Context: an optimization exercise on an open-source flow, tuned for small area. The choices shown serve that exercise and are no tape-out recipe. The RTL was checked by simulation tests, not by an equivalence proof against the original design. No activity file was given, so power comes from the tool's default toggle rates.

==> flow/design.v (outline; a module is shown in full before it is edited, if it fits) <==
// module can_register: 18 lines
// module can_register_asyn: 23 lines
// module can_register_asyn_syn: 27 lines
// module can_registers: 735 lines
// module can_btl: 238 lines
// module can_crc: 25 lines
// module can_acf: 227 lines
// module can_ibo: 16 lines
// module can_fifo: 173 lines
// module can_bsp: 1435 lines
// module can_top: 396 lines
// module can_ctrl: 38 lines
module can_ctrl
(
  input        clk,
  input        rst,
  input  [7:0] wb_dat_i,
  output [7:0] wb_dat_o,
  input        wb_cyc_i,
  input        wb_stb_i,
  input        wb_we_i,
  input  [7:0] wb_adr_i,
  output       wb_ack_o,
  input        rx_i,
  output       tx_o,
  output       bus_off_on,
  output       irq_on,
  output       clkout_o,
  output       self_test_ctrl_o
);
  // ...
==> flow/run.sh <==
#!/bin/bash
# synth_recipe.tcl (not shown) runs the flow's synth.tcl, then flattens the netlist and writes it again
# the make line also repeats each setting of config.mk as NAME=value (left out here)
make -C /OpenROAD-flow-scripts/flow DESIGN_CONFIG=/design/flow/config.mk WORK_HOME=/design/flow/orfs CLKGATE_MAP_FILE= SYNTH_SCRIPT=/design/flow/synth_recipe.tcl finish
==> flow/config.mk <==
export PLATFORM = sky130hd
export DESIGN_NAME = can_ctrl
export DESIGN_NICKNAME = can_ctrl
export VERILOG_FILES = /design/flow/design.v
export SDC_FILE = /design/flow/constraint.sdc
export NUM_CORES = 4
export LEC_CHECK = 0
export CAP_MARGIN = 20
export CORE_MARGIN = 2
export CORE_UTILIZATION = 70
export CTS_BUF_LIST = sky130_fd_sc_hd__clkbuf_4 sky130_fd_sc_hd__clkbuf_8
export PLACE_DENSITY = 0.8
export SLEW_MARGIN = 20
==> flow/constraint.sdc <==
create_clock -name core_clock -period 10.0 [get_ports {clk}]
set_input_delay 2.0000 -clock core_clock [delete_from_list [all_inputs] [get_ports {clk}]]
set_output_delay 2.0000 -clock core_clock [all_outputs]
set_load 0.01 [all_outputs]
==> results.txt, run 1 <==
* DPL Wire Length at 142000 um
* Vias per cell at ~7.5
* Status: no timing/DRC/antenna violations
* Layout Cells excl Fill at 6412
* Gp weighted congestion at about 1.1
* Sw Ratio at 0.234
* Yosys Warn Count at 16
* Iteration-0 DRC Markers at 8496
* Worst Clk Skew at 0.0670 ns
* Vias at 47900
* GR Layer Usage met1 at 0.586
* Final period utilization at 0.632
* Power Dens Cells at between 150 and 200 nW/um2
* Cell taking the most area after synthesis: edfxtp_1
* Buffering overhead at 0.0137
* CP Buf/Inv Count at 2
* First-pass GRT wire length at 319000 um
* Count of final setup violators at 0
* R2R setup slack at 3.68 ns
* Tapcells at 1265
* Crit-path slowest cell: dfrtp_4
* Vias in the first global route at 46900
* DR pass1 iterations at 8
* Yosys top cell area share at 0.489
* Commonest cells after routing, fill and taps aside: edfxtp_1 (1096), nand2_1 (429), nor2_1 (425), dfrtp_1 (311), mux4_2 (300)
* Clock share of power at 0.430
* Final min period at 6.32 ns
* Sequential share of cell area at 0.566
* CLK BUF at 314
* Clock tree root driver cell: clkbuf_8
* Worst hold path type: reg -> reg
* Startpoint Class: flip-flop
* CORE AREA at 95200 um2
* Die X at 314 um
* Area post-placement at between 60000 and 70000 um2
* Top power group: sequential cells
* Register area share after synthesis at 0.621
==> module can_bsp, before the edit <==
module can_bsp
( 
  clk,
  rst,
  sample_point,
  sampled_bit,
  sampled_bit_q,
  tx_point,
  hard_sync,
  addr,
  data_in,
  data_out,
  fifo_selected,
  reset_mode,
  listen_only_mode,
  acceptance_filter_mode,
  self_test_mode,
  release_buffer,
  tx_request,
  abort_tx,
  self_rx_request,
  single_shot_transmission,
  tx_state,
  tx_state_q,
  overload_request,
  overload_frame,
  read_arbitration_lost_capture_reg,
  read_error_code_capture_reg,
  error_capture_code,
  error_warning_limit,
  we_rx_err_cnt,
  we_tx_err_cnt,
  extended_mode,
  rx_idle,
  transmitting,
  transmitter,
  go_rx_inter,
  not_first_bit_of_inter,
  rx_inter,
  set_reset_mode,
  node_bus_off,
  error_status,
  rx_err_cnt,
  tx_err_cnt,
  transmit_status,
  receive_status,
  tx_successful,
  need_to_tx,
  overrun,
  info_empty,
  set_bus_error_irq,
  set_arbitration_lost_irq,
  arbitration_lost_capture,
  node_error_passive,
  node_error_active,
  rx_message_counter,
  acceptance_code_0,
  acceptance_mask_0,
  acceptance_code_1,
  acceptance_code_2,
  acceptance_code_3,
  acceptance_mask_1,
  acceptance_mask_2,
  acceptance_mask_3,
  tx_data_0,
  tx_data_1,
  tx_data_2,
  tx_data_3,
  tx_data_4,
  tx_data_5,
  tx_data_6,
  tx_data_7,
  tx_data_8,
  tx_data_9,
  tx_data_10,
  tx_data_11,
  tx_data_12,
  tx,
  tx_next,
  bus_off_on,
  go_overload_frame,
  go_error_frame,
  go_tx,
  send_ack
);
parameter Tp = 1;
input         clk;
input         rst;
input         sample_point;
input         sampled_bit;
input         sampled_bit_q;
input         tx_point;
input         hard_sync;
input   [7:0] addr;
input   [7:0] data_in;
output  [7:0] data_out;
input         fifo_selected;
input         reset_mode;
input         listen_only_mode;
input         acceptance_filter_mode;
input         extended_mode;
input         self_test_mode;
input         release_buffer;
input         tx_request;
input         abort_tx;
input         self_rx_request;
input         single_shot_transmission;
output        tx_state;
output        tx_state_q;
input         overload_request;      
output        overload_frame;        
input         read_arbitration_lost_capture_reg;
input         read_error_code_capture_reg;
output  [7:0] error_capture_code;
input   [7:0] error_warning_limit;
input         we_rx_err_cnt;
input         we_tx_err_cnt;
output        rx_idle;
output        transmitting;
output        transmitter;
output        go_rx_inter;
output        not_first_bit_of_inter;
output        rx_inter;
output        set_reset_mode;
output        node_bus_off;
output        error_status;
output  [8:0] rx_err_cnt;
output  [8:0] tx_err_cnt;
output        transmit_status;
output        receive_status;
output        tx_successful;
output        need_to_tx;
output        overrun;
output        info_empty;
output        set_bus_error_irq;
output        set_arbitration_lost_irq;
output  [4:0] arbitration_lost_capture;
output        node_error_passive;
output        node_error_active;
output  [6:0] rx_message_counter;
input   [7:0] acceptance_code_0;
input   [7:0] acceptance_mask_0;
input   [7:0] acceptance_code_1;
input   [7:0] acceptance_code_2;
input   [7:0] acceptance_code_3;
input   [7:0] acceptance_mask_1;
input   [7:0] acceptance_mask_2;
input   [7:0] acceptance_mask_3;
input   [7:0] tx_data_0;
input   [7:0] tx_data_1;
input   [7:0] tx_data_2;
input   [7:0] tx_data_3;
input   [7:0] tx_data_4;
input   [7:0] tx_data_5;
input   [7:0] tx_data_6;
input   [7:0] tx_data_7;
input   [7:0] tx_data_8;
input   [7:0] tx_data_9;
input   [7:0] tx_data_10;
input   [7:0] tx_data_11;
input   [7:0] tx_data_12;
output        tx;
output        tx_next;
output        bus_off_on;
output        go_overload_frame;
output        go_error_frame;
output        go_tx;
output        send_ack;
reg           reset_mode_q;
reg     [5:0] bit_cnt;
reg     [3:0] data_len;
reg    [28:0] id;
reg     [2:0] bit_stuff_cnt;
reg     [2:0] bit_stuff_cnt_tx;
reg           tx_point_q;
reg           rx_idle;
reg           rx_id1;
reg           rx_rtr1;
reg           rx_ide;
reg           rx_id2;
reg           rx_rtr2;
reg           rx_r1;
reg           rx_r0;
reg           rx_dlc;
reg           rx_data;
reg           rx_crc;
reg           rx_crc_lim;
reg           rx_ack;
reg           rx_ack_lim;
reg           rx_eof;
reg           rx_inter;
reg           go_early_tx_latched;
reg           rtr1;
reg           ide;
reg           rtr2;
reg    [14:0] crc_in;
reg     [7:0] tmp_data;
reg     [7:0] tmp_fifo [0:7];
reg           write_data_to_tmp_fifo;
reg     [2:0] byte_cnt;
reg           bit_stuff_cnt_en;
reg           crc_enable;
reg     [2:0] eof_cnt;
reg     [2:0] passive_cnt;
reg           transmitting;
reg           error_frame;
reg           enable_error_cnt2;
reg     [2:0] error_cnt1;
reg     [2:0] error_cnt2;
reg     [2:0] delayed_dominant_cnt;
reg           enable_overload_cnt2;
reg           overload_frame;
reg           overload_frame_blocked;
reg     [1:0] overload_request_cnt;
reg     [2:0] overload_cnt1;
reg     [2:0] overload_cnt2;
reg           tx;
reg           crc_err;
reg           arbitration_lost;
reg           arbitration_lost_q;
reg           arbitration_field_d;
reg     [4:0] arbitration_lost_capture;
reg     [4:0] arbitration_cnt;
reg           arbitration_blocked;
reg           tx_q;
reg           need_to_tx;    
reg     [3:0] data_cnt;      
reg     [2:0] header_cnt;    
reg           wr_fifo;       
reg     [7:0] data_for_fifo; 
reg     [5:0] tx_pointer;
reg           tx_bit;
reg           tx_state;
reg           tx_state_q;
reg           transmitter;
reg           finish_msg;
reg     [8:0] rx_err_cnt;
reg     [8:0] tx_err_cnt;
reg     [3:0] bus_free_cnt;
reg           bus_free_cnt_en;
reg           bus_free;
reg           waiting_for_bus_free;
reg           node_error_passive;
reg           node_bus_off;
reg           node_bus_off_q;
reg           ack_err_latched;
reg           bit_err_latched;
reg           stuff_err_latched;
reg           form_err_latched;
reg           rule3_exc1_1;
reg           rule3_exc1_2;
reg           suspend;
reg           susp_cnt_en;
reg     [2:0] susp_cnt;
reg           error_flag_over_latched;
reg     [7:0] error_capture_code;
reg     [7:6] error_capture_code_type;
reg           error_capture_code_blocked;
reg           tx_next;
reg           first_compare_bit;
wire    [4:0] error_capture_code_segment;
wire          error_capture_code_direction;
wire          bit_de_stuff;
wire          bit_de_stuff_tx;
wire          rule5;
wire          go_rx_idle;
wire          go_rx_id1;
wire          go_rx_rtr1;
wire          go_rx_ide;
wire          go_rx_id2;
wire          go_rx_rtr2;
wire          go_rx_r1;
wire          go_rx_r0;
wire          go_rx_dlc;
wire          go_rx_data;
wire          go_rx_crc;
wire          go_rx_crc_lim;
wire          go_rx_ack;
wire          go_rx_ack_lim;
wire          go_rx_eof;
wire          go_rx_inter;
wire          last_bit_of_inter;
wire          go_crc_enable;
wire          rst_crc_enable;
wire          bit_de_stuff_set;
wire          bit_de_stuff_reset;
wire          go_early_tx;
wire   [14:0] calculated_crc;
wire   [15:0] r_calculated_crc;
wire          remote_rq;
wire    [3:0] limited_data_len;
wire          form_err;
wire          error_frame_ended;
wire          overload_frame_ended;
wire          bit_err;
wire          ack_err;
wire          stuff_err;
wire          id_ok;                 
wire          no_byte0;              
wire          no_byte1;              
wire    [2:0] header_len;
wire          storing_header;
wire    [3:0] limited_data_len_minus1;
wire          reset_wr_fifo;
wire          err;
wire          arbitration_field;
wire   [18:0] basic_chain;
wire   [63:0] basic_chain_data;
wire   [18:0] extended_chain_std;
wire   [38:0] extended_chain_ext;
wire   [63:0] extended_chain_data_std;
wire   [63:0] extended_chain_data_ext;
wire          rst_tx_pointer;
wire    [7:0] r_tx_data_0;
wire    [7:0] r_tx_data_1;
wire    [7:0] r_tx_data_2;
wire    [7:0] r_tx_data_3;
wire    [7:0] r_tx_data_4;
wire    [7:0] r_tx_data_5;
wire    [7:0] r_tx_data_6;
wire    [7:0] r_tx_data_7;
wire    [7:0] r_tx_data_8;
wire    [7:0] r_tx_data_9;
wire    [7:0] r_tx_data_10;
wire    [7:0] r_tx_data_11;
wire    [7:0] r_tx_data_12;
wire          send_ack;
wire          bit_err_exc1;
wire          bit_err_exc2;
wire          bit_err_exc3;
wire          bit_err_exc4;
wire          bit_err_exc5;
wire          bit_err_exc6;
wire          error_flag_over;
wire          overload_flag_over;
wire    [5:0] limited_tx_cnt_ext;
wire    [5:0] limited_tx_cnt_std;
assign go_rx_idle     =                   sample_point &  sampled_bit & last_bit_of_inter | bus_free & (~node_bus_off);
assign go_rx_id1      =                   sample_point &  (~sampled_bit) & (rx_idle | last_bit_of_inter);
assign go_rx_rtr1     = (~bit_de_stuff) & sample_point &  rx_id1  & (bit_cnt[3:0] == 4'd10);
assign go_rx_ide      = (~bit_de_stuff) & sample_point &  rx_rtr1;
assign go_rx_id2      = (~bit_de_stuff) & sample_point &  rx_ide  &   sampled_bit;
assign go_rx_rtr2     = (~bit_de_stuff) & sample_point &  rx_id2  & (bit_cnt[4:0] == 5'd17);
assign go_rx_r1       = (~bit_de_stuff) & sample_point &  rx_rtr2;
assign go_rx_r0       = (~bit_de_stuff) & sample_point & (rx_ide  & (~sampled_bit) | rx_r1);
assign go_rx_dlc      = (~bit_de_stuff) & sample_point &  rx_r0;
assign go_rx_data     = (~bit_de_stuff) & sample_point &  rx_dlc  & (bit_cnt[1:0] == 2'd3) &  (sampled_bit   |   (|data_len[2:0])) & (~remote_rq);
assign go_rx_crc      = (~bit_de_stuff) & sample_point & (rx_dlc  & (bit_cnt[1:0] == 2'd3) & ((~sampled_bit) & (~(|data_len[2:0])) | remote_rq) |
                                                          rx_data & (bit_cnt[5:0] == ((limited_data_len<<3) - 1'b1)));   
assign go_rx_crc_lim  = (~bit_de_stuff) & sample_point &  rx_crc  & (bit_cnt[3:0] == 4'd14);
assign go_rx_ack      = (~bit_de_stuff) & sample_point &  rx_crc_lim;
assign go_rx_ack_lim  =                   sample_point &  rx_ack;
assign go_rx_eof      =                   sample_point &  rx_ack_lim;
assign go_rx_inter    =                 ((sample_point &  rx_eof  & (eof_cnt == 3'd6)) | error_frame_ended | overload_frame_ended) & (~overload_request);
assign go_error_frame = (form_err | stuff_err | bit_err | ack_err | (crc_err & go_rx_eof));
assign error_frame_ended = (error_cnt2 == 3'd7) & tx_point;
assign overload_frame_ended = (overload_cnt2 == 3'd7) & tx_point;
assign go_overload_frame = (     sample_point & ((~sampled_bit) | overload_request) & (rx_eof & (~transmitter) & (eof_cnt == 3'd6) | error_frame_ended | overload_frame_ended) | 
                                 sample_point & (~sampled_bit) & rx_inter & (bit_cnt[1:0] < 2'd2)                                                            |
                                 sample_point & (~sampled_bit) & ((error_cnt2 == 3'd7) | (overload_cnt2 == 3'd7))
                           )
                           & (~overload_frame_blocked)
                           ;
assign go_crc_enable  = hard_sync | go_tx;
assign rst_crc_enable = go_rx_crc;
assign bit_de_stuff_set   = go_rx_id1 & (~go_error_frame);
assign bit_de_stuff_reset = go_rx_ack | go_error_frame | go_overload_frame;
assign remote_rq = ((~ide) & rtr1) | (ide & rtr2);
assign limited_data_len = (data_len < 4'h8)? data_len : 4'h8;
assign ack_err = rx_ack & sample_point & sampled_bit & tx_state & (~self_test_mode);
assign bit_err = (tx_state | error_frame | overload_frame | rx_ack) & sample_point & (tx != sampled_bit) & (~bit_err_exc1) & (~bit_err_exc2) & (~bit_err_exc3) & (~bit_err_exc4) & (~bit_err_exc5) & (~bit_err_exc6) & (~reset_mode);
assign bit_err_exc1 = tx_state & arbitration_field & tx;
assign bit_err_exc2 = rx_ack & tx;
assign bit_err_exc3 = error_frame & node_error_passive & (error_cnt1 < 3'd7);
assign bit_err_exc4 = (error_frame & (error_cnt1 == 3'd7) & (~enable_error_cnt2)) | (overload_frame & (overload_cnt1 == 3'd7) & (~enable_overload_cnt2));
assign bit_err_exc5 = (error_frame & (error_cnt2 == 3'd7)) | (overload_frame & (overload_cnt2 == 3'd7));
assign bit_err_exc6 = (eof_cnt == 3'd6) & rx_eof & (~transmitter); 
assign arbitration_field = rx_id1 | rx_rtr1 | rx_ide | rx_id2 | rx_rtr2;
assign last_bit_of_inter = rx_inter & (bit_cnt[1:0] == 2'd2);
assign not_first_bit_of_inter = rx_inter & (bit_cnt[1:0] != 2'd0);
always @ (posedge clk or posedge rst)
begin
  if (rst)
    rx_idle <= 1'b0;
  else if (go_rx_id1 | go_error_frame)
    rx_idle <= 1'b0;
  else if (go_rx_idle)
    rx_idle <= 1'b1;
end
always @ (posedge clk or posedge rst)
begin
  if (rst)
    rx_id1 <= 1'b0;
  else if (go_rx_rtr1 | go_error_frame)
    rx_id1 <= 1'b0;
  else if (go_rx_id1)
    rx_id1 <= 1'b1;
end
always @ (posedge clk or posedge rst)
begin
  if (rst)
    rx_rtr1 <= 1'b0;
  else if (go_rx_ide | go_error_frame)
    rx_rtr1 <= 1'b0;
  else if (go_rx_rtr1)
    rx_rtr1 <= 1'b1;
end
always @ (posedge clk or posedge rst)
begin
  if (rst)
    rx_ide <= 1'b0;
  else if (go_rx_r0 | go_rx_id2 | go_error_frame)
    rx_ide <= 1'b0;
  else if (go_rx_ide)
    rx_ide <= 1'b1;
end
always @ (posedge clk or posedge rst)
begin
  if (rst)
    rx_id2 <= 1'b0;
  else if (go_rx_rtr2 | go_error_frame)
    rx_id2 <= 1'b0;
  else if (go_rx_id2)
    rx_id2 <= 1'b1;
end
always @ (posedge clk or posedge rst)
begin
  if (rst)
    rx_rtr2 <= 1'b0;
  else if (go_rx_r1 | go_error_frame)
    rx_rtr2 <= 1'b0;
  else if (go_rx_rtr2)
    rx_rtr2 <= 1'b1;
end
always @ (posedge clk or posedge rst)
begin
  if (rst)
    rx_r1 <= 1'b0;
  else if (go_rx_r0 | go_error_frame)
    rx_r1 <= 1'b0;
  else if (go_rx_r1)
    rx_r1 <= 1'b1;
end
always @ (posedge clk or posedge rst)
begin
  if (rst)
    rx_r0 <= 1'b0;
  else if (go_rx_dlc | go_error_frame)
    rx_r0 <= 1'b0;
  else if (go_rx_r0)
    rx_r0 <= 1'b1;
end
always @ (posedge clk or posedge rst)
begin
  if (rst)
    rx_dlc <= 1'b0;
  else if (go_rx_data | go_rx_crc | go_error_frame)
    rx_dlc <= 1'b0;
  else if (go_rx_dlc)
    rx_dlc <= 1'b1;
end
always @ (posedge clk or posedge rst)
begin
  if (rst)
    rx_data <= 1'b0;
  else if (go_rx_crc | go_error_frame)
    rx_data <= 1'b0;
  else if (go_rx_data)
    rx_data <= 1'b1;
end
always @ (posedge clk or posedge rst)
begin
  if (rst)
    rx_crc <= 1'b0;
  else if (go_rx_crc_lim | go_error_frame)
    rx_crc <= 1'b0;
  else if (go_rx_crc)
    rx_crc <= 1'b1;
end
always @ (posedge clk or posedge rst)
begin
  if (rst)
    rx_crc_lim <= 1'b0;
  else if (go_rx_ack | go_error_frame)
    rx_crc_lim <= 1'b0;
  else if (go_rx_crc_lim)
    rx_crc_lim <= 1'b1;
end
always @ (posedge clk or posedge rst)
begin
  if (rst)
    rx_ack <= 1'b0;
  else if (go_rx_ack_lim | go_error_frame)
    rx_ack <= 1'b0;
  else if (go_rx_ack)
    rx_ack <= 1'b1;
end
always @ (posedge clk or posedge rst)
begin
  if (rst)
    rx_ack_lim <= 1'b0;
  else if (go_rx_eof | go_error_frame)
    rx_ack_lim <= 1'b0;
  else if (go_rx_ack_lim)
    rx_ack_lim <= 1'b1;
end
always @ (posedge clk or posedge rst)
begin
  if (rst)
    rx_eof <= 1'b0;
  else if (go_rx_inter | go_error_frame | go_overload_frame)
    rx_eof <= 1'b0;
  else if (go_rx_eof)
    rx_eof <= 1'b1;
end
always @ (posedge clk or posedge rst)
begin
  if (rst)
    rx_inter <= 1'b0;
  else if (go_rx_idle | go_rx_id1 | go_overload_frame | go_error_frame)
    rx_inter <= 1'b0;
  else if (go_rx_inter)
    rx_inter <= 1'b1;
end
always @ (posedge clk or posedge rst)
begin
  if (rst)
    id <= 29'h0;
  else if (sample_point & (rx_id1 | rx_id2) & (~bit_de_stuff))
    id <= {id[27:0], sampled_bit};
end
always @ (posedge clk or posedge rst)
begin
  if (rst)
    rtr1 <= 1'b0;
  else if (sample_point & rx_rtr1 & (~bit_de_stuff))
    rtr1 <= sampled_bit;
end
always @ (posedge clk or posedge rst)
begin
  if (rst)
    rtr2 <= 1'b0;
  else if (sample_point & rx_rtr2 & (~bit_de_stuff))
    rtr2 <= sampled_bit;
end
always @ (posedge clk or posedge rst)
begin
  if (rst)
    ide <= 1'b0;
  else if (sample_point & rx_ide & (~bit_de_stuff))
    ide <= sampled_bit;
end
always @ (posedge clk or posedge rst)
begin
  if (rst)
    data_len <= 4'b0;
  else if (sample_point & rx_dlc & (~bit_de_stuff))
    data_len <= {data_len[2:0], sampled_bit};
end
always @ (posedge clk or posedge rst)
begin
  if (rst)
    tmp_data <= 8'h0;
  else if (sample_point & rx_data & (~bit_de_stuff))
    tmp_data <= {tmp_data[6:0], sampled_bit};
end
always @ (posedge clk or posedge rst)
begin
  if (rst)
    write_data_to_tmp_fifo <= 1'b0;
  else if (sample_point & rx_data & (~bit_de_stuff) & (&bit_cnt[2:0]))
    write_data_to_tmp_fifo <= 1'b1;
  else
    write_data_to_tmp_fifo <= 1'b0;
end
always @ (posedge clk or posedge rst)
begin
  if (rst)
    byte_cnt <= 3'h0;
  else if (write_data_to_tmp_fifo)
    byte_cnt <= byte_cnt + 1'b1;
  else if (sample_point & go_rx_crc_lim)
    byte_cnt <= 3'h0;
end
always @ (posedge clk)
begin
  if (write_data_to_tmp_fifo)
    tmp_fifo[byte_cnt] <= tmp_data;
end
always @ (posedge clk or posedge rst)
begin
  if (rst)
    crc_in <= 15'h0;
  else if (sample_point & rx_crc & (~bit_de_stuff))
    crc_in <= {crc_in[13:0], sampled_bit};
end
always @ (posedge clk or posedge rst)
begin
  if (rst)
    bit_cnt <= 6'd0;
  else if (go_rx_id1 | go_rx_id2 | go_rx_dlc | go_rx_data | go_rx_crc | 
           go_rx_ack | go_rx_eof | go_rx_inter | go_error_frame | go_overload_frame)
    bit_cnt <= 6'd0;
  else if (sample_point & (~bit_de_stuff))
    bit_cnt <= bit_cnt + 1'b1;
end
always @ (posedge clk or posedge rst)
begin
  if (rst)
    eof_cnt <= 3'd0;
  else if (sample_point)
    begin
      if (go_rx_inter | go_error_frame | go_overload_frame)
        eof_cnt <= 3'd0;
      else if (rx_eof)
        eof_cnt <= eof_cnt + 1'b1;
    end
end
always @ (posedge clk or posedge rst)
begin
  if (rst)
    bit_stuff_cnt_en <= 1'b0;
  else if (bit_de_stuff_set)
    bit_stuff_cnt_en <= 1'b1;
  else if (bit_de_stuff_reset)
    bit_stuff_cnt_en <= 1'b0;
end
always @ (posedge clk or posedge rst)
begin
  if (rst)
    bit_stuff_cnt <= 3'h1;
  else if (bit_de_stuff_reset)
    bit_stuff_cnt <= 3'h1;
  else if (sample_point & bit_stuff_cnt_en)
    begin
      if (bit_stuff_cnt == 3'h5)
        bit_stuff_cnt <= 3'h1;
      else if (sampled_bit == sampled_bit_q)
        bit_stuff_cnt <= bit_stuff_cnt + 1'b1;
      else
        bit_stuff_cnt <= 3'h1;
    end
end
always @ (posedge clk or posedge rst)
begin
  if (rst)
    bit_stuff_cnt_tx <= 3'h1;
  else if (reset_mode || bit_de_stuff_reset)
    bit_stuff_cnt_tx <= 3'h1;
  else if (tx_point_q & bit_stuff_cnt_en)
    begin
      if (bit_stuff_cnt_tx == 3'h5)
        bit_stuff_cnt_tx <= 3'h1;
      else if (tx == tx_q)
        bit_stuff_cnt_tx <= bit_stuff_cnt_tx + 1'b1;
      else
        bit_stuff_cnt_tx <= 3'h1;
    end
end
assign bit_de_stuff = bit_stuff_cnt == 3'h5;
assign bit_de_stuff_tx = bit_stuff_cnt_tx == 3'h5;
assign stuff_err = sample_point & bit_stuff_cnt_en & bit_de_stuff & (sampled_bit == sampled_bit_q);
always @ (posedge clk or posedge rst)
begin
  if (rst)
    begin
      reset_mode_q <= 1'b0;
      node_bus_off_q <= 1'b0;
    end
  else
    begin
      reset_mode_q <= reset_mode;
      node_bus_off_q <= node_bus_off;
    end
end
always @ (posedge clk or posedge rst)
begin
  if (rst)
    crc_enable <= 1'b0;
  else if (rst_crc_enable)
    crc_enable <= 1'b0;
  else if (go_crc_enable)
    crc_enable <= 1'b1;
end
always @ (posedge clk or posedge rst)
begin
  if (rst)
    crc_err <= 1'b0;
  else if (reset_mode | error_frame_ended)
    crc_err <= 1'b0;
  else if (go_rx_ack)
    crc_err <= crc_in != calculated_crc;
end
assign form_err = sample_point & ( ((~bit_de_stuff) & rx_crc_lim & (~sampled_bit)                  ) |
                                   (                  rx_ack_lim & (~sampled_bit)                  ) |
                                   ((eof_cnt < 3'd6)& rx_eof     & (~sampled_bit) & (~transmitter) ) |
                                   (                & rx_eof     & (~sampled_bit) &   transmitter  )
                                 );
always @ (posedge clk or posedge rst)
begin
  if (rst)
    ack_err_latched <= 1'b0;
  else if (reset_mode | error_frame_ended | go_overload_frame)
    ack_err_latched <= 1'b0;
  else if (ack_err)
    ack_err_latched <= 1'b1;
end
always @ (posedge clk or posedge rst)
begin
  if (rst)
    bit_err_latched <= 1'b0;
  else if (reset_mode | error_frame_ended | go_overload_frame)
    bit_err_latched <= 1'b0;
  else if (bit_err)
    bit_err_latched <= 1'b1;
end
assign rule5 = bit_err &  ( (~node_error_passive) & error_frame    & (error_cnt1    < 3'd7)
                            | 
                                                    overload_frame & (overload_cnt1 < 3'd7)
                          );
always @ (posedge clk or posedge rst)
begin
  if (rst)
    rule3_exc1_1 <= 1'b0;
  else if (error_flag_over | rule3_exc1_2)
    rule3_exc1_1 <= 1'b0;
  else if (transmitter & node_error_passive & ack_err)
    rule3_exc1_1 <= 1'b1;
end
always @ (posedge clk or posedge rst)
begin
  if (rst)
    rule3_exc1_2 <= 1'b0;
  else if (go_error_frame | rule3_exc1_2)
    rule3_exc1_2 <= 1'b0;
  else if (rule3_exc1_1 & (error_cnt1 < 3'd7) & sample_point & (~sampled_bit))
    rule3_exc1_2 <= 1'b1;
end
always @ (posedge clk or posedge rst)
begin
  if (rst)
    stuff_err_latched <= 1'b0;
  else if (reset_mode | error_frame_ended | go_overload_frame)
    stuff_err_latched <= 1'b0;
  else if (stuff_err)
    stuff_err_latched <= 1'b1;
end
always @ (posedge clk or posedge rst)
begin
  if (rst)
    form_err_latched <= 1'b0;
  else if (reset_mode | error_frame_ended | go_overload_frame)
    form_err_latched <= 1'b0;
  else if (form_err)
    form_err_latched <= 1'b1;
end
can_crc i_can_crc_rx 
(
  .clk(clk),
  .data(sampled_bit),
  .enable(crc_enable & sample_point & (~bit_de_stuff)),
  .initialize(go_crc_enable),
  .crc(calculated_crc)
);
assign no_byte0 = rtr1 | (data_len<4'h1);
assign no_byte1 = rtr1 | (data_len<4'h2);
can_acf i_can_acf
(
  .clk(clk),
  .rst(rst),
  .id(id),
  .reset_mode(reset_mode),
  .acceptance_filter_mode(acceptance_filter_mode),
  .extended_mode(extended_mode),
  .acceptance_code_0(acceptance_code_0),
  .acceptance_mask_0(acceptance_mask_0),
  .acceptance_code_1(acceptance_code_1),
  .acceptance_code_2(acceptance_code_2),
  .acceptance_code_3(acceptance_code_3),
  .acceptance_mask_1(acceptance_mask_1),
  .acceptance_mask_2(acceptance_mask_2),
  .acceptance_mask_3(acceptance_mask_3),
  .go_rx_crc_lim(go_rx_crc_lim),
  .go_rx_inter(go_rx_inter),
  .go_error_frame(go_error_frame),
  .data0(tmp_fifo[0]),
  .data1(tmp_fifo[1]),
  .rtr1(rtr1),
  .rtr2(rtr2),
  .ide(ide),
  .no_byte0(no_byte0),
  .no_byte1(no_byte1),
  .id_ok(id_ok)
);
assign header_len[2:0] = extended_mode ? (ide? (3'h5) : (3'h3)) : 3'h2;
assign storing_header = header_cnt < header_len;
assign limited_data_len_minus1[3:0] = remote_rq? 4'hf : ((data_len < 4'h8)? (data_len -1'b1) : 4'h7);    
assign reset_wr_fifo = (data_cnt == (limited_data_len_minus1 + {1'b0, header_len})) || reset_mode;
assign err = form_err | stuff_err | bit_err | ack_err | form_err_latched | stuff_err_latched | bit_err_latched | ack_err_latched | crc_err;
always @ (posedge clk or posedge rst)
begin
  if (rst)
    wr_fifo <= 1'b0;
  else if (reset_wr_fifo)
    wr_fifo <= 1'b0;
  else if (go_rx_inter & id_ok & (~error_frame_ended) & ((~tx_state) | self_rx_request))
    wr_fifo <= 1'b1;
end
always @ (posedge clk or posedge rst)
begin
  if (rst)
    header_cnt <= 3'h0;
  else if (reset_wr_fifo)
    header_cnt <= 3'h0;
  else if (wr_fifo & storing_header)
    header_cnt <= header_cnt + 1'h1;
end
always @ (posedge clk or posedge rst)
begin
  if (rst)
    data_cnt <= 4'h0;
  else if (reset_wr_fifo)
    data_cnt <= 4'h0;
  else if (wr_fifo)
    data_cnt <= data_cnt + 4'h1;
end
always @ (extended_mode or ide or data_cnt or header_cnt or  header_len or 
          storing_header or id or rtr1 or rtr2 or data_len or
          tmp_fifo[0] or tmp_fifo[2] or tmp_fifo[4] or tmp_fifo[6] or 
          tmp_fifo[1] or tmp_fifo[3] or tmp_fifo[5] or tmp_fifo[7])
begin
  casex ({storing_header, extended_mode, ide, header_cnt})   
    6'b1_1_1_000  : data_for_fifo = {1'b1, rtr2, 2'h0, data_len};   
    6'b1_1_1_001  : data_for_fifo = id[28:21];                      
    6'b1_1_1_010  : data_for_fifo = id[20:13];                      
    6'b1_1_1_011  : data_for_fifo = id[12:5];                       
    6'b1_1_1_100  : data_for_fifo = {id[4:0], 3'h0};                
    6'b1_1_0_000  : data_for_fifo = {1'b0, rtr1, 2'h0, data_len};   
    6'b1_1_0_001  : data_for_fifo = id[10:3];                       
    6'b1_1_0_010  : data_for_fifo = {id[2:0], rtr1, 4'h0};          
    6'b1_0_x_000  : data_for_fifo = id[10:3];                       
    6'b1_0_x_001  : data_for_fifo = {id[2:0], rtr1, data_len};      
    default       : data_for_fifo = tmp_fifo[data_cnt - {1'b0, header_len}];  
  endcase
end
can_fifo i_can_fifo
( 
  .clk(clk),
  .rst(rst),
  .wr(wr_fifo),
  .data_in(data_for_fifo),
  .addr(addr[5:0]),
  .data_out(data_out),
  .fifo_selected(fifo_selected),
  .reset_mode(reset_mode),
  .release_buffer(release_buffer),
  .extended_mode(extended_mode),
  .overrun(overrun),
  .info_empty(info_empty),
  .info_cnt(rx_message_counter)
);
always @ (posedge clk or posedge rst)
begin
  if (rst)
    error_frame <= 1'b0;
  else if (set_reset_mode || error_frame_ended || go_overload_frame)
    error_frame <= 1'b0;
  else if (go_error_frame)
    error_frame <= 1'b1;
end
always @ (posedge clk or posedge rst)
begin
  if (rst)
    error_cnt1 <= 3'd0;
  else if (error_frame_ended | go_error_frame | go_overload_frame)
    error_cnt1 <= 3'd0;
  else if (error_frame & tx_point & (error_cnt1 < 3'd7))
    error_cnt1 <= error_cnt1 + 1'b1;
end
assign error_flag_over = ((~node_error_passive) & sample_point & (error_cnt1 == 3'd7) | node_error_passive  & sample_point & (passive_cnt == 3'h6)) & (~enable_error_cnt2);
always @ (posedge clk or posedge rst)
begin
  if (rst)
    error_flag_over_latched <= 1'b0;
  else if (error_frame_ended | go_error_frame | go_overload_frame)
    error_flag_over_latched <= 1'b0;
  else if (error_flag_over)
    error_flag_over_latched <= 1'b1;
end
always @ (posedge clk or posedge rst)
begin
  if (rst)
    enable_error_cnt2 <= 1'b0;
  else if (error_frame_ended | go_error_frame | go_overload_frame)
    enable_error_cnt2 <= 1'b0;
  else if (error_frame & (error_flag_over & sampled_bit))
    enable_error_cnt2 <= 1'b1;
end
always @ (posedge clk or posedge rst)
begin
  if (rst)
    error_cnt2 <= 3'd0;
  else if (error_frame_ended | go_error_frame | go_overload_frame)
    error_cnt2 <= 3'd0;
  else if (enable_error_cnt2 & tx_point)
    error_cnt2 <= error_cnt2 + 1'b1;
end
always @ (posedge clk or posedge rst)
begin
  if (rst)
    delayed_dominant_cnt <= 3'h0;
  else if (enable_error_cnt2 | go_error_frame | enable_overload_cnt2 | go_overload_frame)
    delayed_dominant_cnt <= 3'h0;
  else if (sample_point & (~sampled_bit) & ((error_cnt1 == 3'd7) | (overload_cnt1 == 3'd7)))
    delayed_dominant_cnt <= delayed_dominant_cnt + 1'b1;
end
always @ (posedge clk or posedge rst)
begin
  if (rst)
    passive_cnt <= 3'h1;
  else if (error_frame_ended | go_error_frame | go_overload_frame | first_compare_bit)
    passive_cnt <= 3'h1;
  else if (sample_point & (passive_cnt < 3'h6))
    begin
      if (error_frame & (~enable_error_cnt2) & (sampled_bit == sampled_bit_q))
        passive_cnt <= passive_cnt + 1'b1;
      else
        passive_cnt <= 3'h1;
    end
end
always @ (posedge clk or posedge rst)
begin
  if (rst)
    first_compare_bit <= 1'b0;
  else if (go_error_frame)
    first_compare_bit <= 1'b1;
  else if (sample_point)
    first_compare_bit <= 1'b0;
end
always @ (posedge clk or posedge rst)
begin
  if (rst)
    overload_frame <= 1'b0;
  else if (overload_frame_ended | go_error_frame)
    overload_frame <= 1'b0;
  else if (go_overload_frame)
    overload_frame <= 1'b1;
end
always @ (posedge clk or posedge rst)
begin
  if (rst)
    overload_cnt1 <= 3'd0;
  else if (overload_frame_ended | go_error_frame | go_overload_frame)
    overload_cnt1 <= 3'd0;
  else if (overload_frame & tx_point & (overload_cnt1 < 3'd7))
    overload_cnt1 <= overload_cnt1 + 1'b1;
end
assign overload_flag_over = sample_point & (overload_cnt1 == 3'd7) & (~enable_overload_cnt2);
always @ (posedge clk or posedge rst)
begin
  if (rst)
    enable_overload_cnt2 <= 1'b0;
  else if (overload_frame_ended | go_error_frame | go_overload_frame)
    enable_overload_cnt2 <= 1'b0;
  else if (overload_frame & (overload_flag_over & sampled_bit))
    enable_overload_cnt2 <= 1'b1;
end
always @ (posedge clk or posedge rst)
begin
  if (rst)
    overload_cnt2 <= 3'd0;
  else if (overload_frame_ended | go_error_frame | go_overload_frame)
    overload_cnt2 <= 3'd0;
  else if (enable_overload_cnt2 & tx_point)
    overload_cnt2 <= overload_cnt2 + 1'b1;
end
always @ (posedge clk or posedge rst)
begin
  if (rst)
    overload_request_cnt <= 2'b0;
  else if (go_error_frame | go_rx_id1)
    overload_request_cnt <= 2'b0;
  else if (overload_request & overload_frame)
    overload_request_cnt <= overload_request_cnt + 1'b1;
end
always @ (posedge clk or posedge rst)
begin
  if (rst)
    overload_frame_blocked <= 1'b0;
  else if (go_error_frame | go_rx_id1)
    overload_frame_blocked <= 1'b0;
  else if (overload_request & overload_frame & overload_request_cnt == 2'h2)    
    overload_frame_blocked <= 1'b1;
end
assign send_ack = (~tx_state) & rx_ack & (~err) & (~listen_only_mode);
always @ (reset_mode or node_bus_off or tx_state or go_tx or bit_de_stuff_tx or tx_bit or tx_q or
          send_ack or go_overload_frame or overload_frame or overload_cnt1 or
          go_error_frame or error_frame or error_cnt1 or node_error_passive)
begin
  if (reset_mode | node_bus_off)                                                 
    tx_next = 1'b1;
  else
    begin
      if (go_error_frame | error_frame)                                          
        begin
          if (error_cnt1 < 3'd6)
            begin
              if (node_error_passive)
                tx_next = 1'b1;
              else
                tx_next = 1'b0;
            end
          else
            tx_next = 1'b1;
        end
      else if (go_overload_frame | overload_frame)                               
        begin
          if (overload_cnt1 < 3'd6)
            tx_next = 1'b0;
          else
            tx_next = 1'b1;
        end
      else if (go_tx | tx_state)                                                         
        tx_next = ((~bit_de_stuff_tx) & tx_bit) | (bit_de_stuff_tx & (~tx_q));
      else if (send_ack)                                                         
        tx_next = 1'b0;
      else
        tx_next = 1'b1;
    end
end
always @ (posedge clk or posedge rst)
begin
  if (rst)
    tx <= 1'b1;
  else if (reset_mode)
    tx <= 1'b1;
  else if (tx_point)
    tx <= tx_next;
end
always @ (posedge clk or posedge rst)
begin
  if (rst)
    tx_q <= 1'b0;
  else if (reset_mode)
    tx_q <= 1'b0;
  else if (tx_point)
    tx_q <= tx & (~go_early_tx_latched);
end
always @ (posedge clk or posedge rst)
begin
  if (rst)
    tx_point_q <= 1'b0;
  else if (reset_mode)
    tx_point_q <= 1'b0;
  else
    tx_point_q <= tx_point;
end
can_ibo i_ibo_tx_data_0  (.di(tx_data_0),  .dout(r_tx_data_0));
can_ibo i_ibo_tx_data_1  (.di(tx_data_1),  .dout(r_tx_data_1));
can_ibo i_ibo_tx_data_2  (.di(tx_data_2),  .dout(r_tx_data_2));
can_ibo i_ibo_tx_data_3  (.di(tx_data_3),  .dout(r_tx_data_3));
can_ibo i_ibo_tx_data_4  (.di(tx_data_4),  .dout(r_tx_data_4));
can_ibo i_ibo_tx_data_5  (.di(tx_data_5),  .dout(r_tx_data_5));
can_ibo i_ibo_tx_data_6  (.di(tx_data_6),  .dout(r_tx_data_6));
can_ibo i_ibo_tx_data_7  (.di(tx_data_7),  .dout(r_tx_data_7));
can_ibo i_ibo_tx_data_8  (.di(tx_data_8),  .dout(r_tx_data_8));
can_ibo i_ibo_tx_data_9  (.di(tx_data_9),  .dout(r_tx_data_9));
can_ibo i_ibo_tx_data_10 (.di(tx_data_10), .dout(r_tx_data_10));
can_ibo i_ibo_tx_data_11 (.di(tx_data_11), .dout(r_tx_data_11));
can_ibo i_ibo_tx_data_12 (.di(tx_data_12), .dout(r_tx_data_12));
can_ibo i_calculated_crc0 (.di(calculated_crc[14:7]), .dout(r_calculated_crc[7:0]));
can_ibo i_calculated_crc1 (.di({calculated_crc[6:0], 1'b0}), .dout(r_calculated_crc[15:8]));
assign basic_chain = {r_tx_data_1[7:4], 2'h0, r_tx_data_1[3:0], r_tx_data_0[7:0], 1'b0};
assign basic_chain_data = {r_tx_data_9, r_tx_data_8, r_tx_data_7, r_tx_data_6, r_tx_data_5, r_tx_data_4, r_tx_data_3, r_tx_data_2};
assign extended_chain_std = {r_tx_data_0[7:4], 2'h0, r_tx_data_0[1], r_tx_data_2[2:0], r_tx_data_1[7:0], 1'b0};
assign extended_chain_ext = {r_tx_data_0[7:4], 2'h0, r_tx_data_0[1], r_tx_data_4[4:0], r_tx_data_3[7:0], r_tx_data_2[7:3], 1'b1, 1'b1, r_tx_data_2[2:0], r_tx_data_1[7:0], 1'b0};
assign extended_chain_data_std = {r_tx_data_10, r_tx_data_9, r_tx_data_8, r_tx_data_7, r_tx_data_6, r_tx_data_5, r_tx_data_4, r_tx_data_3};
assign extended_chain_data_ext = {r_tx_data_12, r_tx_data_11, r_tx_data_10, r_tx_data_9, r_tx_data_8, r_tx_data_7, r_tx_data_6, r_tx_data_5};
always @ (extended_mode or rx_data or tx_pointer or extended_chain_data_std or extended_chain_data_ext or rx_crc or r_calculated_crc or
          r_tx_data_0   or extended_chain_ext or extended_chain_std or basic_chain_data or basic_chain or
          finish_msg)
begin
  if (extended_mode)
    begin
      if (rx_data)   
        if (r_tx_data_0[0])     
          tx_bit = extended_chain_data_ext[tx_pointer];
        else
          tx_bit = extended_chain_data_std[tx_pointer];
      else if (rx_crc)
        tx_bit = r_calculated_crc[tx_pointer];
      else if (finish_msg)
        tx_bit = 1'b1;
      else
        begin
          if (r_tx_data_0[0])     
            tx_bit = extended_chain_ext[tx_pointer];
          else
            tx_bit = extended_chain_std[tx_pointer];
        end
    end
  else   
    begin
      if (rx_data)   
        tx_bit = basic_chain_data[tx_pointer];
      else if (rx_crc)
        tx_bit = r_calculated_crc[tx_pointer];
      else if (finish_msg)
        tx_bit = 1'b1;
      else
        tx_bit = basic_chain[tx_pointer];
    end
end
assign limited_tx_cnt_ext = tx_data_0[3] ? 6'h3f : ((tx_data_0[2:0] <<3) - 1'b1);
assign limited_tx_cnt_std = tx_data_1[3] ? 6'h3f : ((tx_data_1[2:0] <<3) - 1'b1);
assign rst_tx_pointer = ((~bit_de_stuff_tx) & tx_point & (~rx_data) &   extended_mode  &   r_tx_data_0[0]   & tx_pointer == 6'd38             ) |    
                        ((~bit_de_stuff_tx) & tx_point & (~rx_data) &   extended_mode  & (~r_tx_data_0[0])  & tx_pointer == 6'd18             ) |    
                        ((~bit_de_stuff_tx) & tx_point & (~rx_data) & (~extended_mode)                      & tx_pointer == 6'd18             ) |    
                        ((~bit_de_stuff_tx) & tx_point &   rx_data  &   extended_mode                       & tx_pointer == limited_tx_cnt_ext) |    
                        ((~bit_de_stuff_tx) & tx_point &   rx_data  & (~extended_mode)                      & tx_pointer == limited_tx_cnt_std) |    
                        (                     tx_point &   rx_crc_lim                                                                         ) |    
                        (go_rx_idle                                                                                                           ) |    
                        (reset_mode                                                                                                           ) |
                        (overload_frame                                                                                                       ) |
                        (error_frame                                                                                                          ) ;
always @ (posedge clk or posedge rst)
begin
  if (rst)
    tx_pointer <= 6'h0;
  else if (rst_tx_pointer)
    tx_pointer <= 6'h0;
  else if (go_early_tx | (tx_point & (tx_state | go_tx) & (~bit_de_stuff_tx)))
    tx_pointer <= tx_pointer + 1'b1;
end
assign tx_successful = transmitter & go_rx_inter & (~go_error_frame) & (~error_frame_ended) & (~overload_frame_ended) & (~arbitration_lost);
always @ (posedge clk or posedge rst)
begin
  if (rst)
    need_to_tx <= 1'b0;
  else if (tx_successful | reset_mode | (abort_tx & (~transmitting)) | ((~tx_state) & tx_state_q & single_shot_transmission))
    need_to_tx <= 1'h0;
  else if (tx_request & sample_point)
    need_to_tx <= 1'b1;
end
assign go_early_tx = (~listen_only_mode) & need_to_tx & (~tx_state) & (~suspend | (susp_cnt == 3'h7)) & sample_point & (~sampled_bit) & (rx_idle | last_bit_of_inter);
assign go_tx       = (~listen_only_mode) & need_to_tx & (~tx_state) & (~suspend | (sample_point & (susp_cnt == 3'h7))) & (go_early_tx | rx_idle);
always @ (posedge clk or posedge rst)
begin
  if (rst)
    go_early_tx_latched <= 1'b0;
  else if (reset_mode || tx_point)
    go_early_tx_latched <= 1'b0;
  else if (go_early_tx)
    go_early_tx_latched <= 1'b1;
end
always @ (posedge clk or posedge rst)
begin
  if (rst)
    tx_state <= 1'b0;
  else if (reset_mode | go_rx_inter | error_frame | arbitration_lost)
    tx_state <= 1'b0;
  else if (go_tx)
    tx_state <= 1'b1;
end
always @ (posedge clk or posedge rst)
begin
  if (rst)
    tx_state_q <= 1'b0;
  else if (reset_mode)
    tx_state_q <= 1'b0;
  else
    tx_state_q <= tx_state;
end
always @ (posedge clk or posedge rst)
begin
  if (rst)
    transmitter <= 1'b0;
  else if (go_tx)
    transmitter <= 1'b1;
  else if (reset_mode | go_rx_idle | suspend & go_rx_id1)
    transmitter <= 1'b0;
end
always @ (posedge clk or posedge rst)
begin
  if (rst)
    transmitting <= 1'b0;
  else if (go_error_frame | go_overload_frame | go_tx | send_ack)
    transmitting <= 1'b1;
  else if (reset_mode | go_rx_idle | (go_rx_id1 & (~tx_state)) | (arbitration_lost & tx_state))
    transmitting <= 1'b0;
end
always @ (posedge clk or posedge rst)
begin
  if (rst)
    suspend <= 1'b0;
  else if (reset_mode | (sample_point & (susp_cnt == 3'h7)))
    suspend <= 1'b0;
  else if (not_first_bit_of_inter & transmitter & node_error_passive)
    suspend <= 1'b1;
end
always @ (posedge clk or posedge rst)
begin
  if (rst)
    susp_cnt_en <= 1'b0;
  else if (reset_mode | (sample_point & (susp_cnt == 3'h7)))
    susp_cnt_en <= 1'b0;
  else if (suspend & sample_point & last_bit_of_inter)
    susp_cnt_en <= 1'b1;
end
always @ (posedge clk or posedge rst)
begin
  if (rst)
    susp_cnt <= 3'h0;
  else if (reset_mode | (sample_point & (susp_cnt == 3'h7)))
    susp_cnt <= 3'h0;
  else if (susp_cnt_en & sample_point)
    susp_cnt <= susp_cnt + 1'b1;
end
always @ (posedge clk or posedge rst)
begin
  if (rst)
    finish_msg <= 1'b0;
  else if (go_rx_idle | go_rx_id1 | error_frame | reset_mode)
    finish_msg <= 1'b0;
  else if (go_rx_crc_lim)
    finish_msg <= 1'b1;
end
always @ (posedge clk or posedge rst)
begin
  if (rst)
    arbitration_lost <= 1'b0;
  else if (go_rx_idle | error_frame_ended)
    arbitration_lost <= 1'b0;
  else if (transmitter & sample_point & tx & arbitration_field & ~sampled_bit)
    arbitration_lost <= 1'b1;
end
always @ (posedge clk or posedge rst)
begin
  if (rst)
    arbitration_lost_q <= 1'b0;
  else
    arbitration_lost_q <= arbitration_lost;
end
always @ (posedge clk or posedge rst)
begin
  if (rst)
    arbitration_field_d <= 1'b0;
  else if (sample_point)
    arbitration_field_d <= arbitration_field;
end
assign set_arbitration_lost_irq = arbitration_lost & (~arbitration_lost_q) & (~arbitration_blocked);
always @ (posedge clk or posedge rst)
begin
  if (rst)
    arbitration_cnt <= 5'h0;
  else if (sample_point && !bit_de_stuff)
    if (arbitration_field_d)
      arbitration_cnt <= arbitration_cnt + 1'b1;
    else
      arbitration_cnt <= 5'h0;
end
always @ (posedge clk or posedge rst)
begin
  if (rst)
    arbitration_lost_capture <= 5'h0;
  else if (set_arbitration_lost_irq)
    arbitration_lost_capture <= arbitration_cnt;
end
always @ (posedge clk or posedge rst)
begin
  if (rst)
    arbitration_blocked <= 1'b0;
  else if (read_arbitration_lost_capture_reg)
    arbitration_blocked <= 1'b0;
  else if (set_arbitration_lost_irq)
    arbitration_blocked <= 1'b1;
end
always @ (posedge clk or posedge rst)
begin
  if (rst)
    rx_err_cnt <= 9'h0;
  else if (we_rx_err_cnt & (~node_bus_off))
    rx_err_cnt <= {1'b0, data_in};
  else if (set_reset_mode)
    rx_err_cnt <= 9'h0;
  else
    begin
      if ((~listen_only_mode) & (~transmitter | arbitration_lost))
        begin
          if (go_rx_ack_lim & (~go_error_frame) & (~crc_err) & (rx_err_cnt > 9'h0))
            begin
              if (rx_err_cnt > 9'd127)
                rx_err_cnt <= 9'd127;
              else
                rx_err_cnt <= rx_err_cnt - 1'b1;
            end
          else if (rx_err_cnt < 9'd128)
            begin
              if (go_error_frame & (~rule5))                                                                                           
                rx_err_cnt <= rx_err_cnt + 1'b1;
              else if ( (error_flag_over & (~error_flag_over_latched) & sample_point & (~sampled_bit) & (error_cnt1 == 3'd7)     ) |   
                        (go_error_frame & rule5                                                                                  ) |   
                        (sample_point & (~sampled_bit) & (delayed_dominant_cnt == 3'h7)                            )                   
                      )
                rx_err_cnt <= rx_err_cnt + 4'h8;
            end
        end
    end
end
always @ (posedge clk or posedge rst)
begin
  if (rst)
    tx_err_cnt <= 9'h0;
  else if (we_tx_err_cnt)
    tx_err_cnt <= {1'b0, data_in};
  else
    begin
      if (set_reset_mode)
        tx_err_cnt <= 9'd128;
      else if ((tx_err_cnt > 9'd0) & (tx_successful | bus_free))
        tx_err_cnt <= tx_err_cnt - 1'h1;
      else if (transmitter & (~arbitration_lost))
        begin
          if ( (sample_point & (~sampled_bit) & (delayed_dominant_cnt == 3'h7)                                          ) |        
               (go_error_frame & rule5                                                                                  ) |        
               (go_error_frame & (~(transmitter & node_error_passive & ack_err)) & (~(transmitter & stuff_err & 
                arbitration_field & sample_point & tx & (~sampled_bit)))                                                ) |        
               (error_frame & rule3_exc1_2                                                                              )          
             )
            tx_err_cnt <= tx_err_cnt + 4'h8;
        end
    end
end
always @ (posedge clk or posedge rst)
begin
  if (rst)
    node_error_passive <= 1'b0;
  else if ((rx_err_cnt < 128) & (tx_err_cnt < 9'd128))
    node_error_passive <= 1'b0;
  else if (((rx_err_cnt >= 128) | (tx_err_cnt >= 9'd128)) & (error_frame_ended | go_error_frame | (~reset_mode) & reset_mode_q) & (~node_bus_off))
    node_error_passive <= 1'b1;
end
assign node_error_active = ~(node_error_passive | node_bus_off);
always @ (posedge clk or posedge rst)
begin
  if (rst)
    node_bus_off <= 1'b0;
  else if ((rx_err_cnt == 9'h0) & (tx_err_cnt == 9'd0) & (~reset_mode) | (we_tx_err_cnt & (data_in < 8'd255)))
    node_bus_off <= 1'b0;
  else if ((tx_err_cnt >= 9'd256) | (we_tx_err_cnt & (data_in == 8'd255)))
    node_bus_off <= 1'b1;
end
always @ (posedge clk or posedge rst)
begin
  if (rst)
    bus_free_cnt <= 4'h0;
  else if (sample_point)
    begin
      if (sampled_bit & bus_free_cnt_en & (bus_free_cnt < 4'd10))
        bus_free_cnt <= bus_free_cnt + 1'b1;
      else
        bus_free_cnt <= 4'h0;
    end
end
always @ (posedge clk or posedge rst)
begin
  if (rst)
    bus_free_cnt_en <= 1'b0;
  else if ((~reset_mode) & reset_mode_q | node_bus_off_q & (~reset_mode))
    bus_free_cnt_en <= 1'b1;
  else if (sample_point & sampled_bit & (bus_free_cnt==4'd10) & (~node_bus_off))
    bus_free_cnt_en <= 1'b0;
end
always @ (posedge clk or posedge rst)
begin
  if (rst)
    bus_free <= 1'b0;
  else if (sample_point & sampled_bit & (bus_free_cnt==4'd10) && waiting_for_bus_free)
    bus_free <= 1'b1;
  else
    bus_free <= 1'b0;
end
always @ (posedge clk or posedge rst)
begin
  if (rst)
    waiting_for_bus_free <= 1'b1;
  else if (bus_free & (~node_bus_off))
    waiting_for_bus_free <= 1'b0;
  else if (node_bus_off_q & (~reset_mode))
    waiting_for_bus_free <= 1'b1;
end
assign bus_off_on = ~node_bus_off;
assign set_reset_mode = node_bus_off & (~node_bus_off_q);
assign error_status = extended_mode? ((rx_err_cnt >= error_warning_limit) | (tx_err_cnt >= error_warning_limit))    :
                                     ((rx_err_cnt >= 9'd96) | (tx_err_cnt >= 9'd96))                                ;
assign transmit_status = transmitting  || (extended_mode && waiting_for_bus_free);
assign receive_status  = extended_mode ? (waiting_for_bus_free || (!rx_idle) && (!transmitting)) : 
                                         ((!waiting_for_bus_free) && (!rx_idle) && (!transmitting));
always @ (posedge clk or posedge rst)
begin
  if (rst)
    error_capture_code <= 8'h0;
  else if (read_error_code_capture_reg)
    error_capture_code <= 8'h0;
  else if (set_bus_error_irq)
    error_capture_code <= {error_capture_code_type[7:6], error_capture_code_direction, error_capture_code_segment[4:0]};
end
assign error_capture_code_segment[0] = rx_idle | rx_ide | (rx_id2 & (bit_cnt<6'd13)) | rx_r1 | rx_r0 | rx_dlc | rx_ack | rx_ack_lim | error_frame & node_error_active;
assign error_capture_code_segment[1] = rx_idle | rx_id1 | rx_id2 | rx_dlc | rx_data | rx_ack_lim | rx_eof | rx_inter | error_frame & node_error_passive;
assign error_capture_code_segment[2] = (rx_id1 & (bit_cnt>6'd7)) | rx_rtr1 | rx_ide | rx_id2 | rx_rtr2 | rx_r1 | error_frame & node_error_passive | overload_frame;
assign error_capture_code_segment[3] = (rx_id2 & (bit_cnt>6'd4)) | rx_rtr2 | rx_r1 | rx_r0 | rx_dlc | rx_data | rx_crc | rx_crc_lim | rx_ack | rx_ack_lim | rx_eof | overload_frame;
assign error_capture_code_segment[4] = rx_crc_lim | rx_ack | rx_ack_lim | rx_eof | rx_inter | error_frame | overload_frame;
assign error_capture_code_direction  = ~transmitting;
always @ (bit_err or form_err or stuff_err)
begin
  if (bit_err)
    error_capture_code_type[7:6] = 2'b00;
  else if (form_err)
    error_capture_code_type[7:6] = 2'b01;
  else if (stuff_err)
    error_capture_code_type[7:6] = 2'b10;
  else
    error_capture_code_type[7:6] = 2'b11;
end
assign set_bus_error_irq = go_error_frame & (~error_capture_code_blocked);
always @ (posedge clk or posedge rst)
begin
  if (rst)
    error_capture_code_blocked <= 1'b0;
  else if (read_error_code_capture_reg)
    error_capture_code_blocked <= 1'b0;
  else if (set_bus_error_irq)
    error_capture_code_blocked <= 1'b1;
end
endmodule
==> run 2, diff against run 1 <==
--- a/flow/design.v
+++ b/flow/design.v
@@ -1703,6 +1703,5 @@
 reg           enable_overload_cnt2;
 reg           overload_frame;
-reg           overload_frame_blocked;
-reg     [1:0] overload_request_cnt;
+wire          overload_frame_blocked = 1'b0;
 reg     [2:0] overload_cnt1;
 reg     [2:0] overload_cnt2;
@@ -1718,5 +1717,4 @@
 reg           need_to_tx;    
 reg     [3:0] data_cnt;      
-reg     [2:0] header_cnt;    
 reg           wr_fifo;       
 reg     [7:0] data_for_fifo; 
@@ -2286,5 +2284,5 @@
 );
 assign header_len[2:0] = extended_mode ? (ide? (3'h5) : (3'h3)) : 3'h2;
-assign storing_header = header_cnt < header_len;
+assign storing_header = data_cnt < {1'b0, header_len};    
 assign limited_data_len_minus1[3:0] = remote_rq? 4'hf : ((data_len < 4'h8)? (data_len -1'b1) : 4'h7);    
 assign reset_wr_fifo = (data_cnt == (limited_data_len_minus1 + {1'b0, header_len})) || reset_mode;
@@ -2302,13 +2300,4 @@
 begin
   if (rst)
-    header_cnt <= 3'h0;
-  else if (reset_wr_fifo)
-    header_cnt <= 3'h0;
-  else if (wr_fifo & storing_header)
-    header_cnt <= header_cnt + 1'h1;
-end
-always @ (posedge clk or posedge rst)
-begin
-  if (rst)
     data_cnt <= 4'h0;
   else if (reset_wr_fifo)
@@ -2317,10 +2306,10 @@
     data_cnt <= data_cnt + 4'h1;
 end
-always @ (extended_mode or ide or data_cnt or header_cnt or  header_len or 
+always @ (extended_mode or ide or data_cnt or header_len or 
           storing_header or id or rtr1 or rtr2 or data_len or
           tmp_fifo[0] or tmp_fifo[2] or tmp_fifo[4] or tmp_fifo[6] or 
           tmp_fifo[1] or tmp_fifo[3] or tmp_fifo[5] or tmp_fifo[7])
 begin
-  casex ({storing_header, extended_mode, ide, header_cnt})   
+  casex ({storing_header, extended_mode, ide, data_cnt[2:0]})   
     6'b1_1_1_000  : data_for_fifo = {1'b1, rtr2, 2'h0, data_len};   
     6'b1_1_1_001  : data_for_fifo = id[28:21];                      
@@ -2467,22 +2456,4 @@
     overload_cnt2 <= overload_cnt2 + 1'b1;
 end
-always @ (posedge clk or posedge rst)
-begin
-  if (rst)
-    overload_request_cnt <= 2'b0;
-  else if (go_error_frame | go_rx_id1)
-    overload_request_cnt <= 2'b0;
-  else if (overload_request & overload_frame)
-    overload_request_cnt <= overload_request_cnt + 1'b1;
-end
-always @ (posedge clk or posedge rst)
-begin
-  if (rst)
-    overload_frame_blocked <= 1'b0;
-  else if (go_error_frame | go_rx_id1)
-    overload_frame_blocked <= 1'b0;
-  else if (overload_request & overload_frame & overload_request_cnt == 2'h2)    
-    overload_frame_blocked <= 1'b1;
-end
 assign send_ack = (~tx_state) & rx_ack & (~err) & (~listen_only_mode);
 always @ (reset_mode or node_bus_off or tx_state or go_tx or bit_de_stuff_tx or tx_bit or tx_q or
@@ -3265,11 +3236,8 @@
 always @ (posedge clk_i)
 begin
-  if (cs & (~we))
-    begin
-      if (data_out_fifo_selected)
-        data_out <= data_out_fifo;
-      else
-        data_out <= data_out_regs;
-    end
+  if (data_out_fifo_selected)
+    data_out <= data_out_fifo;
+  else
+    data_out <= data_out_regs;
 end
 always @ (posedge clk_i or posedge rst)
@@ -3286,34 +3254,8 @@
     end
 end
-  assign cs_can_i = 1'b1;
-  always @ (posedge clk_i or posedge rst)
-  begin
-    if (rst)
-      begin
-        cs_sync1     <= 1'b0;
-        cs_sync2     <= 1'b0;
-        cs_sync3     <= 1'b0;
-        cs_sync_rst1 <= 1'b0;
-        cs_sync_rst2 <= 1'b0;
-      end
-    else
-      begin
-        cs_sync1     <= wb_cyc_i & wb_stb_i & (~cs_sync_rst2) & cs_can_i;
-        cs_sync2     <= cs_sync1            & (~cs_sync_rst2);
-        cs_sync3     <= cs_sync2            & (~cs_sync_rst2);
-        cs_sync_rst1 <= cs_ack3;
-        cs_sync_rst2 <= cs_sync_rst1;
-      end
-  end
   assign cs = wb_stb_i;
   always @ (posedge wb_clk_i)
   begin
-    cs_ack1 <= cs_sync3;
-    cs_ack2 <= cs_ack1;
-    cs_ack3 <= cs_ack2;
-  end
-  always @ (posedge wb_clk_i)
-  begin
-    wb_ack_o <= (wb_stb_i & (~cs_sync1));
+    wb_ack_o <= wb_stb_i;
   end
   assign rst      = wb_rst_i;
==> flow/flow/run.sh (new file) <==
#!/bin/bash
# Own layout flow: the standard ORFS flow (standard.sh, with its standard synthesis script
# synth_recipe.tcl) with two changes in how the layout is made:
#  - Yosys's ABC technology-mapping step uses an area-oriented script (flow/abc_map.script)
#    instead of ORFS's delay-oriented abc_speed.script; registers are mapped before ABC runs,
#    so the registers, their names and cell types are those of the standard synthesis;
#  - clock tree synthesis inserts no dummy loads and clusters more sinks per buffer.
# Each tool's full output goes to the ORFS logs under orfs/logs, and make's to make.log.
set -euo pipefail
W=$(pwd)
rm -rf "$W/scripts"
cp -r "$FLOW_HOME/scripts" "$W/scripts"
cp "$W/flow/abc_map.script" "$W/scripts/abc_speed.script"
export CTS_ARGS="-sink_clustering_enable -repair_clock_nets -dont_use_dummy_load -sink_clustering_size 20 -sink_clustering_max_diameter 90 -buf_list sky130_fd_sc_hd__clkbuf_16"
bash "$W/standard.sh" SCRIPTS_DIR="$W/scripts" finish > "$W/make.log" 2>&1
==> flow/flow/abc_map.script (new file) <==
strash
&get -n
&st
&deepsyn -T 60
&put
dch -f
amap
topo
==> flow/standard.sh (new file) <==
#!/bin/bash
# synth_recipe.tcl (not shown) runs the flow's synth.tcl, then flattens the netlist and writes it again
# the make line also repeats each setting of config.mk as NAME=value (left out here)
make -C /OpenROAD-flow-scripts/flow DESIGN_CONFIG=/design/flow/config.mk WORK_HOME=/design/flow/orfs CLKGATE_MAP_FILE= SYNTH_SCRIPT=/design/flow/synth_recipe.tcl "${@:-finish}"
--- a/flow/config.mk
+++ b/flow/config.mk
@@ -8,6 +8,5 @@
 export CAP_MARGIN = 20
 export CORE_MARGIN = 2
-export CORE_UTILIZATION = 70
-export CTS_BUF_LIST = sky130_fd_sc_hd__clkbuf_4 sky130_fd_sc_hd__clkbuf_8
-export PLACE_DENSITY = 0.8
+export CORE_UTILIZATION = 60
+export PLACE_DENSITY = 0.7
 export SLEW_MARGIN = 20
removed: flow/run.sh
==> results.txt, run 2 <==
* Hold path start: u_can_top.rx_sync_tmp$_DFF_PP1_
* Cell Area, Synth at about 62000 um2
* Initial core utilization at 0.604
* Number of enable flip-flop cells after synthesis at 1088
* DRC viols at 0
* Top Registers: u_can_top.i_can_bsp.i_can_fifo.fifo x512, u_can_top.i_can_bsp.i_can_fifo.length_fifo x256
* Max Clk Rate at around 0.14 GHz
* Sw Ratio at 0.217 (-0.0169)
* CTS tree: built
* Worst hold path type: reg -> reg
* CP top delay family: buffers and inverters
* CORE AREA at 103000 um2 (+8.6%)
* Final min period at 7.33 ns (+1.01 ns)
* Worst-path fanout max at 16
* Internal power component at 8.07 mW
* Hold Path Sink: u_can_top.rx_sync$_DFF_PP1_
* P_leak at 20.6 nW
* Number of max-cap violations at 0
* Slew Limit Fails at 0
* Port bufs at 34
* Vias per cell at 6.87 (-8.0%)
* Power Dens Cells at 153 nW/um2 (-8.7%)
* CP Buf/Inv Count at 7 (+5)
* Status: no timing/DRC/antenna violations
* Clock tree root driver cell: clkbuf_16
* Max reg flops at 512
* Commonest non-fill, non-tap cell in the layout: edfxtp_1
* Worst Setup End Kind: flip-flop
* Yosys Warn Count at 16 (unchanged)
* Vias in the first global route at 43900 (-6.3%)
* IO Count at 36
* Top cells by area, synth: edfxtp_1 (52%), dfrtp_1 (12%), nor2_1 (4.8%), o22ai_1 (3.7%), clkinv_1 (3.5%)
* Count of final setup violators at 0 (unchanged)
* Startpoint Class: primary input
* DPL Wire Length at 137000 um (-3.2%)
* Final period utilization at 0.733 (+0.101)
* Post-CTS Resized at 0
* Critical Path Most Common Cell: clkinv_1
* Nets at 5574
* Vias at 46700 (-2.4%)
* Critical Path RT at around 11 ns
* Die X at 326 um (+3.9%)
* Largest register by flop count: u_can_top.i_can_bsp.i_can_fifo.fifo
* R2R setup slack at 3.63 ns (-0.05 ns)
* DR pass1 iterations at 9 (+1)
* Post-synth top cells: edfxtp_1 (1088), nor2_1 (799), clkinv_1 (589)
* Most common cell in the netlist: edfxtp_1
* Yosys top cell area share at 0.524 (+0.0349)
* Register area share after synthesis at 0.665 (+0.0439)
* Iteration-0 DRC Markers at 7174 (-16%)
* Gp weighted congestion at 1.04 (-3.6%)
* Setup_tns at 0 ns
* Clock Sinks at 1446
* Crit-path slowest cell: clkdlybuf4s50_1
* Cell taking the most area after synthesis: edfxtp_1
* R2r endpoint: u_can_top.i_can_bsp.i_can_fifo.fifo_cnt[6]$_DFFE_PP0P_
* Commonest cells after routing, fill and taps aside: edfxtp_1 (1088), nor2_1 (788), clkinv_1 (584), o22ai_1 (364), dfrtp_1 (308)
* First-pass GRT wire length at 290000 um (-9.1%)
* Synthesized area per cell at 12.0 um2
* Worst Clk Skew at 0.0616 ns (-0.00545 ns)
* Yosys reg bits at ~1400
* Initial antenna violation count at 12
* Clock share of power at 0.323 (-0.107)
* # rows at between 100 and 150
* CP max stage delay at 0.80 ns
* GRT Overall Usage at 0.368
* Syn Nets at 5354
* Num CTS Buffers at 83
* WHS Path Cells at 0
* Fin util at 0.653
* Primary FF master, synth: edfxtp_1
[run 2: cell type report]
class                           count  area, um2  area share
Antenna cell                        4       10.0    0.000148
Clock buffer                       83       2080      0.0308
Inverter                          589       2220      0.0329
Multi-Input combinational cell   3163      18800       0.279
Sequential cell                  1446      41500       0.615
Tap cell                         1380       1730      0.0256
Timing Repair Buffer              135       1120      0.0166
[run 2: layer usage]
metal	share of wire	wire, um	track usage	up-vias
met5	0.00057	113	0	-
met4	0.037	7320	0.124	16
met3	0.13	24800	0.0831	422
met2	0.44	86100	0.543	3072
met1	0.40	78900	0.544	22900
li1	-	-	-	20300
[run 2: per-stage QoR]
step	power, mW	worst slack, ns	cells	area [um2]	hold WS [ns]
6_report	10.3	2.67	6800	67500	0.359
5_1_grt	10.6	2.47	6796	67500	0.367
4_1_cts	10.3	2.81	6795	67400	0.361
3_5_place_dp	7.09	2.12	6712	65400	0.349
3_3_place_gp	7.08	2.21	6712	65400	0.346
2_1_floorplan	6.88	1.95	5198	62400	0.345
[run 2: how the worst max path moves through the flow]
| stage | endpoint | slack (ns) | cells after the start |
|---|---|---|---|
| detailed placement | u_can_top.data_out[3]$_DFF_P_ | 2.12 | 21 |
| global placement | u_can_top.data_out[3]$_DFF_P_ | 2.21 | 21 |
| CTS | u_can_top.data_out[3]$_DFF_P_ | 2.81 | 21 |
| global route | u_can_top.data_out[3]$_DFF_P_ | 2.47 | 21 |
| finish | u_can_top.data_out[3]$_DFF_P_ | 2.67 | 20 |
| floorplan | u_can_top.i_can_bsp.ack_err_latched$_DFFE_PP0P_ | 1.95 | 1 |
[run 2: kinds of logic (layout without fill, tap and decap cells)]
kind of cell               after synthesis  after routing  share of synthesized area
AOI/OAI and AO/OA                     1435           1435                      0.159
other                                    0              4                          0
buffers and inverters                  589            807                     0.0354
and+or+nand+nor                       1594           1594                      0.112
DFF                                   1446           1446                      0.665
adders and majority gates              134            134                     0.0280
[run 2: power groups by stage]
| stage | Combinational [mW] | Clock, mW | Sequential [mW] |
|---|---|---|---|
| final | 0.487 | 3.33 | 6.48 |
| after detailed placement | 0.477 | 0 | 6.62 |
| after global routing | 0.528 | 3.55 | 6.49 |
| after CTS | 0.479 | 3.34 | 6.48 |
| after global placement | 0.468 | 0 | 6.62 |
| after floorplan | 0.273 | 0 | 6.60 |

-- separate check: timing with driven ports --
The flow's constraints put no driver on any port. The routed layouts listed below were extracted and timed again, unchanged, in two steps.
Step 1, drivers: a clkbuf_16 drives clk and a buf_2 each remaining input, both assumed.
Step 2, shift: input delay + t, output delay - t, t = (earliest + latest rising clock arrival at the registers) / 2. This alone moves slack from input paths to output paths.
a / b / c = no drivers / after step 1 / after step 2; a / b = the first two.
run | shift t [ns] | setup WS [ns] | worst register clock-pin slew, ns | pins driven straight from the clock port
run 1 | 0.998 | 3.677 / 3.677 / 2.755 | 0.08 / 0.08 | 1
run 2 | 0.750 | 2.672 / 2.576 / 1.826 | 0.09 / 0.09 | 1
After both steps every run listed still meets setup and hold. The setup slack of run 1, which loses most, moves by 0.000 ns with the drivers and by -0.922 ns with both steps.
